Context: an optimization exercise on an open-source flow, tuned for small area. The choices shown serve that exercise and are no tape-out recipe. Only simulation tests tie the RTL to the original design; equivalence was not proved. No activity file was given, so power comes from the tool's default toggle rates.

[flow/design.v]
module iic #(
    parameter CLK_MAIN = 50000000,    
    parameter SCL_DIV = 800000,      
    parameter MAX_IIC_SEND_BYTE = 2
)(
    input  wire clk, 
    input  wire rst_n,
    input  wire iic_start,
    input  wire iic_read_now,
    input  wire [15:0] iic_send_cnt,
    input  wire [15:0] iic_read_cnt,
    input  wire [MAX_IIC_SEND_BYTE * 8 - 1 : 0] iic_cmd_pack,   
    output reg iic_data_valid,
    output reg [7:0] iic_data,
    input wire iic_error_reset,
    output reg iic_error,
    output wire scl,
    output wire sda_oe,
    output wire sda_out,
    input  wire sda_in,
    input  wire [6:0] slave_address
);
    wire [7:0] cmd_array [MAX_IIC_SEND_BYTE-1 : 0];
    genvar i;
    generate
        for (i = 0; i < MAX_IIC_SEND_BYTE; i = i + 1) begin
            assign cmd_array[i] = iic_cmd_pack[i*8 +:8];
        end
    endgenerate
    localparam [63:0] PHASE_INC_WIDE = (64'd1 << 32) * SCL_DIV / CLK_MAIN;
    localparam [31:0] ACC_INC = PHASE_INC_WIDE[31:0];
    reg [31:0] acc; 
    wire [32:0] next_acc = acc + ACC_INC;            
    wire tick = next_acc[32];
    reg scl_en;      
    always @(posedge clk or negedge rst_n) begin
        if (!rst_n) begin
            acc <= 0;
        end else begin
            acc <= scl_en ? next_acc[31:0] : 0;
        end
    end
    reg scl_shadow;
    always @(posedge clk or negedge rst_n) begin
        if (!rst_n) 
            scl_shadow <= 1;
        else if (tick) 
            scl_shadow <=  ~scl_shadow;
    end
    assign scl = scl_shadow;
    wire one_quarter_scl = (acc[31] && !acc[30]);   
    reg pre_one_quarter_scl;
    always @(posedge clk or negedge rst_n) begin
        if (!rst_n) pre_one_quarter_scl <= 0;
        else pre_one_quarter_scl <= one_quarter_scl;
    end
    wire one_quarter_scl_tick = (one_quarter_scl && !pre_one_quarter_scl); 
    reg one_quarter_scl_tick_delay;
    always @(posedge clk or negedge rst_n) begin
        if (!rst_n) one_quarter_scl_tick_delay <= 0;
        else one_quarter_scl_tick_delay <= one_quarter_scl_tick;
    end
    localparam  IDLE    = 4'h0,
                START   = 4'h1,
                SEND    = 4'h2,
                R_ACK   = 4'h3,
                READ    = 4'h4,
                W_ACK   = 4'h5,
                RESTART = 4'h6,
                STOP    = 4'h7,
                ERROR   = 4'h8;
    reg [3:0] state;
    reg [3:0] next_state;
    reg [7:0] data_shift;
    reg [3:0] bit_cnt_send;
    reg [3:0] bit_cnt_read;
    reg [16:0] var_send_cnt;
    reg [15:0] var_read_cnt;
    reg [16:0] CONST_SEND_CNT;  
    reg restart_once;
    reg read_now;
    reg sda_shadow;
    assign sda_oe = (state == START)    ||
                    (state == SEND)     ||
                    (state == STOP)     ||
                    (state == RESTART)  ||
                    (state == W_ACK);
    assign sda_out = sda_shadow;
    always @(posedge clk or negedge rst_n) begin
        if (!rst_n) begin
            sda_shadow <= 1;
            scl_en <= 0;
            state <= IDLE;
            next_state <= R_ACK;
            bit_cnt_send <= 0;
            bit_cnt_read <= 0;
            var_send_cnt <= 0;
            var_read_cnt <= 0;
            CONST_SEND_CNT <= 0;
            restart_once <= 0;
            iic_data_valid <= 0;
            read_now <= 0;
            data_shift <= 0;
            iic_data <= 0;
            iic_error <= 0;
        end else case (state)
            IDLE:  
                begin
                    if (iic_start) begin
                        scl_en <= 1;                         
                        read_now <= iic_read_now;
                        var_send_cnt <= iic_send_cnt + 1;    
                        var_read_cnt <= iic_read_cnt;
                        CONST_SEND_CNT <= iic_send_cnt + 1;      
                        sda_shadow <= 1;
                        state <= START;
                    end
                end
            START:  
                begin
                    if (scl_shadow && one_quarter_scl_tick) begin
                        data_shift <= {slave_address, 1'b0};
                        sda_shadow <= 0;
                    end
                    if (!scl_shadow && one_quarter_scl_tick) begin
                        state <= SEND;
                    end
                end
            SEND:  
                begin
                    sda_shadow <= data_shift[7 - bit_cnt_send]; 
                    if (!scl_shadow && one_quarter_scl_tick) begin
                        if (bit_cnt_send == 7) begin
                            bit_cnt_send <= 0;
                            state <= R_ACK;
                        end else begin
                            bit_cnt_send <= bit_cnt_send + 1;
                        end
                    end
                end
            R_ACK:  
                begin
                    if (scl_shadow && one_quarter_scl_tick) begin
                        if (!sda_in) begin                   
                            if (var_send_cnt == 0) begin     
                                if (read_now) begin          
                                    if (restart_once) begin
                                        next_state <= READ;
                                    end else begin
                                        sda_shadow <= 1;
                                        next_state <= RESTART;
                                    end
                                end else begin               
                                    sda_shadow <= 0;
                                    next_state <= STOP;
                                end
                            end else begin               
                                var_send_cnt <= var_send_cnt - 1;
                                data_shift <= cmd_array[CONST_SEND_CNT - var_send_cnt];
                                next_state <= SEND;
                            end
                        end else begin                   
                            iic_error <= 1;
                            sda_shadow <= 0;
                            next_state <= STOP;
                        end
                    end
                    if (!scl_shadow && one_quarter_scl_tick) state <= next_state;
                end
            READ:  
                begin
                    if (scl_shadow && one_quarter_scl_tick) iic_data[7-bit_cnt_read] <= sda_in;  
                    if (!scl_shadow && one_quarter_scl_tick) begin
                        if (bit_cnt_read == 7) begin
                            state <= W_ACK;
                            bit_cnt_read <= 0;
                            sda_shadow <= (var_read_cnt == 0) ? 1 : 0;  
                        end else begin
                            bit_cnt_read <= bit_cnt_read + 1;
                        end
                    end
                end
            W_ACK:  
                begin
                    iic_data_valid <= (scl_shadow && one_quarter_scl_tick) ? 1 : 0;
                    if (!scl_shadow && one_quarter_scl_tick) begin
                        if (var_read_cnt == 0) begin
                            sda_shadow <= 0; 
                            state <= STOP;
                        end else begin
                            var_read_cnt <= var_read_cnt - 1;
                            state <= READ;
                        end
                    end
                end
            RESTART:  
                begin
                    if (scl_shadow && one_quarter_scl_tick) begin
                        data_shift <= {slave_address, 1'b1};
                        sda_shadow <= 0;
                    end
                    if (!scl_shadow && one_quarter_scl_tick) state <= SEND;
                    restart_once <= 1;
                end
            STOP:  
                begin
                    if (scl_shadow && one_quarter_scl_tick) begin
                        scl_en <= 0;         
                        sda_shadow <= 1;
                    end
                    if (scl_shadow && one_quarter_scl_tick_delay) begin
                        read_now <= 0;
                        restart_once <= 0;
                        state <= iic_error ? ERROR : IDLE;   
                    end
                end
            ERROR:
                begin
                    if (iic_error_reset) begin
                        iic_error <= 0;
                        state <= IDLE;
                    end
                end
            default: state <= IDLE;
        endcase
    end
endmodule
[flow/run.sh]
#!/bin/bash
# synth_recipe.tcl (not shown) runs the flow's synth.tcl, then flattens the netlist and writes it again
# the make line also repeats each setting of config.mk as NAME=value (left out here)
make -C /OpenROAD-flow-scripts/flow DESIGN_CONFIG=/design/flow/config.mk WORK_HOME=/design/flow/orfs CLKGATE_MAP_FILE= SYNTH_SCRIPT=/design/flow/synth_recipe.tcl finish
[flow/config.mk]
export PLATFORM = sky130hd
export DESIGN_NAME = iic
export DESIGN_NICKNAME = iic
export VERILOG_FILES = /design/flow/design.v
export SDC_FILE = /design/flow/constraint.sdc
export NUM_CORES = 4
export LEC_CHECK = 0
export CAP_MARGIN = 20
export CORE_MARGIN = 2
export CORE_UTILIZATION = 40
export SLEW_MARGIN = 20
[flow/constraint.sdc]
create_clock -name core_clock -period 20.0 [get_ports {clk}]
set_input_delay 4.0000 -clock core_clock [delete_from_list [all_inputs] [get_ports {clk}]]
set_output_delay 4.0000 -clock core_clock [all_outputs]
set_load 0.01 [all_outputs]
==> summary.txt <==
-- power groups by stage --
stage / clock (µW) / sequential [µW] / combinational [µW]
after detailed placement: 0 / 366 / 276
after global placement: 0 / 362 / 267
after floorplan: 0 / 335 / 225
final: 189 / 364 / 274
after global routing: 204 / 377 / 313
after CTS: 195 / 363 / 277
-- sequential cells by signal, summed over array words and instances, names as in the netlist, 3 cells and up --
signal	flops
next_state	3
bit_cnt_send	4
bit_cnt_read	4
acc	30
var_read_cnt	16
iic_data	8
data_shift	8
state	4
var_send_cnt	17
-- how the worst max path moves through the flow --
stage                    startpoint                   endpoint  slack [ps]  cells past startpoint
2_1_floorplan                sda_in  data_shift[1]$_DFFE_PN0P_       14710                      5
6_report       state[0]$_DFFE_PN0P_                     sda_oe       13850                      3
3_3_place_gp                 sda_in  data_shift[5]$_DFFE_PN0P_       13810                      6
5_1_grt        state[0]$_DFFE_PN0P_                     sda_oe       13730                      3
3_5_place_dp                 sda_in  data_shift[5]$_DFFE_PN0P_       13770                      6
4_1_cts        state[0]$_DFFE_PN0P_                     sda_oe       13860                      3
-- routing by layer --
metal | vias up | part of all wire [%] | GRT usage, %
li1 | 2644 | - | -
met1 | 2510 | 48 | 24.1
met2 | 110 | 47 | 28.4
met3 | 15 | 3.4 | 2.37
met4 | 0 | 1.6 | 6.01
met5 | - | 0 | 0
-- metrics by stage --
stage               setup WS (ps)  util, %  cells  power, µW  area (µm²)
CTS                         13860     48.8    948        835        7410
detailed placement          13770     46.7    932        642        7100
global placement            13810     46.7    932        628        7100
finish                      13850     48.8    948        827        7410
floorplan                   14710        -    696        560        6230
global route                13730     48.8    948        894        7410
-- final cells by class --
cell class	count	area share [%]
Clock buffer	13	3.38
Clock inverter	3	0.878
Inverter	11	0.557
Multi-Input combinational cell	553	46.7
Sequential cell	104	35.2
Tap cell	188	3.17
Timing Repair Buffer	76	10.1
-- cells by family (layout without fill, tap and decap cells) --
group / after synthesis / count (layout) / share of synthesized area (%)
flip-flops: 104 / 104 / 41.8
adder cells (fa/ha/maj): 11 / 11 / 2.21
AND/OR/NAND/NOR: 288 / 288 / 24.1
buffers and inverters: 39 / 103 / 2.59
multiplexers: 35 / 35 / 6.39
XOR/XNOR: 34 / 34 / 4.78
AO/OA/AOI/OAI: 185 / 185 / 18.1
-- layout by cell type (no fill, tap or decap), types with 14 or more instances in the layout --
cell,instances
xnor2_1,20
dfrtp_1,100
and2_1,21
mux2_2,18
o21ai_0,58
mux2i_1,15
nand2_1,86
nor3_1,21
nand3_1,35
clkdlybuf4s50_1,72
a21oi_1,62
xor2_1,14
nor2_1,39
nand2b_1,17
==> flow_metrics.tcl <==
set metrics [dict create \
    synth_fp_nets 768 \
    netlist_instances 696 \
    hold_violations 0 \
    setup_violation_total_in_the_final_timing_report 0 \
    number_of_drc_markers_after_the_initial_detailed_route_iteration 407 \
    data_required_time_at_the_worst_endpoint_ps 16000 \
    regToRegSetupSlack_ps 17240 \
    gr-total-overflow 0 \
    final-max-slew-violation-count 0 \
    synth.yosys.seq_area_share_pct 41.8 \
    p_clk_share_pct 22.9 \
    place_hpwl_mm 10.1 \
    fillCellCount 1413 \
    synth_top_cell_by_area "dfrtp_1" \
    floorplan.die.height_um 129 \
    worstSetupStartpointType "register" \
    category_of_the_most_critical_setup_path "reg -> out" \
    detail_route.wirelength_mm 14.2 \
    cts-buffers-inserted 9 \
    timing.max_slew.rel_slack_pct 32.9 \
    worst_path_cell_chain "nor2_1 -> a211oi_1 -> clkdlybuf4s50_1" \
    global_route_wire_length_before_repair_mm 23.8 \
    r2r_start "state[3]$_DFFE_PN0P_" \
    synth.top_cells.by_area "dfrtp_1, nand2_1, a21oi_1" \
    initial_core_util_pct 41.0 \
    hold_depth 1 \
    pin_count 74 \
    worst_setup_hold_path_clk_slew_ps 70 \
    post-route-min-period_ps 6150 \
    final_net_count 827 \
    switchingPower_uw 297 \
    worstPathBufferInverterCount 1 \
    cell_with_the_biggest_individual_delay_on_the_critical_path "dfrtp_1" \
    syn_area_per_cell_um2 8.95 \
    synth.cells.most_frequent "dfrtp_1, nand2_1, a21oi_1" \
    postCtsSetupBuffers 0 \
    finalClockSkew_ps 5.20 \
    ys_async_sr_fraction_pct 100 \
    cts.sinks 104 \
    min-delay-start "pre_one_quarter_scl$_DFF_PN0_" \
    switching_fraction_of_total_power_pct 35.9 \
    detail_route.drc_violations 0 \
    via_per_inst 5.57 \
    crit-reg2reg-capture "var_read_cnt[15]$_DFFE_PN0P_" \
    routed-via-count 5279 \
    synth_edf_count 0 \
    final.hold.worst_slack_ps 463 \
    horiz_die_dim_um 129 \
    irDropWorstVdd_mv 0.0446 \
    power_report.internal_total_uw 530 \
    post_route_cells_drive_above_1_share_pct 7.76 \
    routed_len_inst_um 14.9 \
    grt_start_max_net_pins 66 \
    clock.fmax_mhz 163 \
    p_leak_uw 0.00303 \
    synthesis.yosys.warnings 1 \
    clk_latency_ps 350 \
    run_status "no timing/DRC/antenna violations" \
    number_of_antenna_violations_at_the_first_check_in_global_routing 0 \
    holdCritPathClass "reg -> reg" \
    worst_case_clock_buffer_depth 2 \
    maxCapViolations 0 \
    gp_congestion 0.824 \
    cts.hold.buffers_added 0 \
    synth.top_cell.area_share_pct 40.2 \
    worst-slew-pin-transition_ps 1010 \
    fp.dieArea_mm2 0.0166 \
    detail-route-antenna-nets 0 \
    synth.lib_cells_used.distinct 68 \
    vias_in_the_first_global_route 5052 \
    layout-area-overhead-vs-synth_pct 19.0 \
    critical_path_peak_fanout 16 \
    power_frac_seq_pct 44.0 \
    hold_path_end "one_quarter_scl_tick_delay$_DFF_PN0_" \
    syn_area_mm2 0.00623 \
    diodes 0 \
    global_route.usage.total_pct 17.5 \
    most_frequent_cell_after_synthesis "dfrtp_1" \
    ctsRootBufferMaster "clkbuf_16" \
    setup-tns-final_ps 0 \
    ctsHtreeMaxLevel 3 \
    synth.ff_latch_count 104 \
    drt_pass1_iterations 5 \
    design.core.area_mm2 0.0152 \
    synth_top_flop_cell "dfrtp_1" \
    seq_area_mm2 0.00261 \
    total_power_divided_by_cell_area_mw_per_mm2 112 \
    port_buffers 73 \
    timing.critical_path.max_delay_family "flip-flops" \
    final_min_period_over_clock_period_pct 30.7 \
    rsz0062_at_grt "false" \
    cts_repair_resize_count 0 \
    crit_path_max_incr_delay_ps 620 \
    multi_input_area_mm2 0.00346 \
    power.combinational.fraction_pct 33.1 \
    row_count 45 \
    cp.arrival_ps 2150 \
    tritoncts_clock_tree "yes" \
    critical_path.endpoint_type "output port" \
    reg2reg_depth 5 \
]

## separate check: timing with driven ports
In the flow no input, the clock included, has a driving cell. The finished layout below was timed again as built, in two steps.
Step 1: set_driving_cell puts a clkbuf_16 on clk and a buf_2 on each other input, an assumption about the parent block.
Step 2 also shifts input and output timing later by t, the mid clock arrival at the registers, as if the neighbouring blocks saw the same clock.
Three values: no drivers, after step 1, after step 2; two values: the first two.
t, ns: 0.385
slack for setup (ns): 13.854 / 13.814 / 13.741
worst setup path at the end: input to register
After both steps setup and hold are still met in this run. The setup slack of this run moves by -0.040 ns with the drivers and by -0.113 ns with both steps.
